From an optimization exercise on the open Yosys and OpenROAD flow, aimed at small area; shortcuts taken in it are not production practice.
In this exercise RTL edits were held to simulation tests only and were not proved equivalent to the original.
Power and IR drop assume default switching activity.

// maquina_estados
module maquina_estados(
	input clk,
	input rst,
	input arriba,
	input abajo,
	input izquierda,
	input derecha,
	input pausa,
	output hsync,
	output vsync,
	output [2:0] RED,
	output [2:0] GREEN,
	output [1:0] BLUE
	);
Size in the first run: about 310 flip-flops, ~17 I/O pins.
clock: 12.0 ns
lec_check: 0
cap_margin: 20
core_margin: 2
core_utilization: 70
gpl_routability_driven: 1
place_density: 0.75
slew_margin: 20
standard.sh (not shown) runs the stock make flow with config.mk's settings and CLKGATE_MAP_FILE= SYNTH_SCRIPT=/design/flow/synth_recipe.tcl, a recipe that flattens the netlist after the stock synthesis.
==> flow/flow/run.sh <==
#!/bin/bash
# Layout flow: the standard flow (standard.sh) with three changes:
#  - synthesis maps the combinational logic with an area-oriented ABC script
#    (flow/abc_area.script) in place of ORFS's abc_speed.script; registers, synthesis
#    passes, flattening and renaming stay the standard ones (same synth_recipe.tcl);
#  - clock tree synthesis runs without dummy loads (flow/cts_args);
#  - every input and output port still gets its buffer, a buf_1 (flow/port_args).
# Each step's output goes to its own log in this folder (synth.log, layout.log).
set -euo pipefail
here=$(pwd)
rm -rf "$here/scripts_area"
cp -r "$FLOW_HOME/scripts" "$here/scripts_area"
cp "$here/flow/abc_area.script" "$here/scripts_area/abc_speed.script"
cts=$(tr '\n' ' ' < "$here/flow/cts_args")
ports=$(tr '\n' ' ' < "$here/flow/port_args")
sed "s#^make -C #make SCRIPTS_DIR=$here/scripts_area CTS_ARGS='$cts' BUFFER_PORTS_ARGS='$ports' -C #" standard.sh > std_mod.sh
grep -q "SCRIPTS_DIR=$here/scripts_area CTS_ARGS=" std_mod.sh
bash std_mod.sh synth > synth.log 2>&1
bash std_mod.sh > layout.log 2>&1
==> flow/flow/abc_area.script <==
&get -n
&st
&deepsyn -J 200 -T 900
&dch -f
&nf -a -R 1000
&put
topo
stime -c
dnsize -c
==> flow/flow/cts_args <==
-sink_clustering_enable -repair_clock_nets -dont_use_dummy_load -sink_clustering_size 10 -sink_clustering_max_diameter 40 -buf_list sky130_fd_sc_hd__clkbuf_4
==> flow/flow/port_args <==
-buffer_cell sky130_fd_sc_hd__buf_1
The starting point finished clean.
Edit:
==> flow/flow/abc_area.script (replaced) <==
&get -n
&st
&deepsyn -T 60
&dch -f
&nf -a -R 1000
&put
topo
stime -c
dnsize -c
After rerunning: Total power hardly moves. Core utilization came out higher by 0.24 points. Worst setup slack loses 0.18 ns. Worst hold slack gains 0.050 ns. Wire length barely changes. First-iteration DRC count came out lower by a few percent. Final area came out higher slightly. Die area came out higher slightly.

---

== red ==
Another version of the RTL of maquina_estados (not shown whole).
Size in the first run: roughly 310 flip-flops, roughly 17 I/O pins.
==> flow/config.mk <==
export PLATFORM = sky130hd
export DESIGN_NAME = maquina_estados
export DESIGN_NICKNAME = maquina_estados
export VERILOG_FILES = /design/flow/design.v
export SDC_FILE = /design/flow/constraint.sdc
export NUM_CORES = 8
export LEC_CHECK = 0
export CAP_MARGIN = 20
export CORE_MARGIN = 2
export CORE_UTILIZATION = 70
export GPL_ROUTABILITY_DRIVEN = 1
export PLACE_DENSITY = 0.75
export SLEW_MARGIN = 20
==> flow/constraint.sdc <==
create_clock -name core_clock -period 12.0 [get_ports {clk}]
set_input_delay 2.4000 -clock core_clock [delete_from_list [all_inputs] [get_ports {clk}]]
set_output_delay 2.4000 -clock core_clock [all_outputs]
set_load 0.01 [all_outputs]
==> flow/flow/run.sh <==
#!/bin/bash
# Layout flow: the standard flow (standard.sh) with two changes:
#  - synthesis maps the combinational logic with an area-oriented ABC script
#    (flow/abc_area.script) in place of ORFS's abc_speed.script; registers, synthesis
#    passes, flattening and renaming stay the standard ones (same synth_recipe.tcl);
#  - clock tree synthesis runs without dummy loads (flow/cts_args).
# Each step's output goes to its own log in this folder (synth.log, layout.log).
set -euo pipefail
here=$(pwd)
rm -rf "$here/scripts_area"
cp -r "$FLOW_HOME/scripts" "$here/scripts_area"
cp "$here/flow/abc_area.script" "$here/scripts_area/abc_speed.script"
cts=$(tr '\n' ' ' < "$here/flow/cts_args")
sed "s#^make -C #make SCRIPTS_DIR=$here/scripts_area CTS_ARGS='$cts' -C #" standard.sh > std_mod.sh
grep -q "SCRIPTS_DIR=$here/scripts_area CTS_ARGS=" std_mod.sh
bash std_mod.sh synth > synth.log 2>&1
bash std_mod.sh > layout.log 2>&1
==> flow/flow/abc_area.script <==
&get -n
&st
&deepsyn -T 60
&dch -f
&nf -a -R 1000
&put
topo
stime -c
dnsize -c
==> flow/flow/cts_args <==
-sink_clustering_enable -repair_clock_nets -dont_use_dummy_load -sink_clustering_size 16 -sink_clustering_max_diameter 50 -buf_list sky130_fd_sc_hd__clkbuf_8
Input-level comparison between blue and red:
-- flow/flow/run.sh --
<<< red, line 2
# Layout flow: the standard flow (standard.sh) with two changes:
>>> blue, line 2
# Layout flow: the standard flow (standard.sh) with three changes:
<<< red, line 6
#  - clock tree synthesis runs without dummy loads (flow/cts_args).
>>> blue, line 6
#  - clock tree synthesis runs without dummy loads (flow/cts_args);
#  - every input and output port still gets its buffer, a buf_1 (flow/port_args).
<<< red, line 14
sed "s#^make -C #make SCRIPTS_DIR=$here/scripts_area CTS_ARGS='$cts' -C #" standard.sh > std_mod.sh
>>> blue, line 15
ports=$(tr '\n' ' ' < "$here/flow/port_args")
sed "s#^make -C #make SCRIPTS_DIR=$here/scripts_area CTS_ARGS='$cts' BUFFER_PORTS_ARGS='$ports' -C #" standard.sh > std_mod.sh
==> flow/flow/port_args (new file) <==
-buffer_cell sky130_fd_sc_hd__buf_1
## What came out
- red → blue: count of different cell masters after synthesis ~0 delta; number of inserted filler cells in the final layout -about 1%.
- Going from red to blue, mean number of vias per cell shrank slightly.

---

== the baseline ==
maquina_estados, a different RTL version from the one above (not shown whole).
For scale: ~1700 cells after synthesis, roughly 17 I/O pins, about 15000 um^2 of cells after synthesis.
export LEC_CHECK = 0
export CAP_MARGIN = 20
export CORE_MARGIN = 2
export CORE_UTILIZATION = 70
export CTS_BUF_LIST = sky130_fd_sc_hd__clkbuf_4
export GPL_ROUTABILITY_DRIVEN = 1
export PLACE_DENSITY = 0.75
export SLEW_MARGIN = 20
create_clock -name core_clock -period 12.0 [get_ports {clk}]
run.sh (not shown) runs the stock make flow with config.mk's settings and CLKGATE_MAP_FILE= SYNTH_SCRIPT=/design/flow/synth_recipe.tcl, a recipe that flattens the netlist after the stock synthesis.
Stock flow here: none of the scripts above is used.
[inputs] the candidate vs the baseline
Settings: changing CORE_UTILIZATION from 70 to 50; changing CTS_BUF_LIST from sky130_fd_sc_hd__clkbuf_4 to sky130_fd_sc_hd__clkbuf_2 sky130_fd_sc_hd__clkbuf_4; changing PLACE_DENSITY from 0.75 to 0.6; setting CTS_CLUSTER_SIZE to 30 for the first time.
Findings:
Summary — number of antenna violations at the first check in global routing, the candidate relative to the baseline: higher, by 1. The total number of vias reported for the candidate is smaller than that of the baseline by about 3%. The candidate vs the baseline: global-route wire length before repair down in the candidate. Re count of clock-buffer cells in the layout: the baseline was higher than the candidate.

-- afterwards: timing with drivers on the ports --
How much do the figures lean on ideal ports? The routed layouts below were timed once more, with nothing changed but the port constraints. Step 1 assumes that a clkbuf_16 drives the clock port and a buf_2 every other input. Step 2 moves the port delays by t, midway between the first and last clock arrival at a register: inputs arrive t later, outputs are due t later. That takes back most of the time a late clock gives input paths. Three values: ideal, step 1, step 2; two values: the first two.
run | shift t [ns] | slack for setup (ns) | worst setup path at the end
the first run of note 1 | 0.656 | 6.606 / 6.606 / 6.606 | register to register
the second run of note 1 | 0.655 | 6.422 / 6.422 / 6.422 | register to register
red | 0.589 | 5.916 / 5.916 / 5.916 | register to register
blue | 0.602 | 5.982 / 5.982 / 5.982 | register to register
the baseline | 0.740 | 6.244 / 6.204 / 6.943 | register to output
the candidate | 0.794 | 6.278 / 6.230 / 7.024 | register to output
After both steps setup and hold are still met in every run listed.
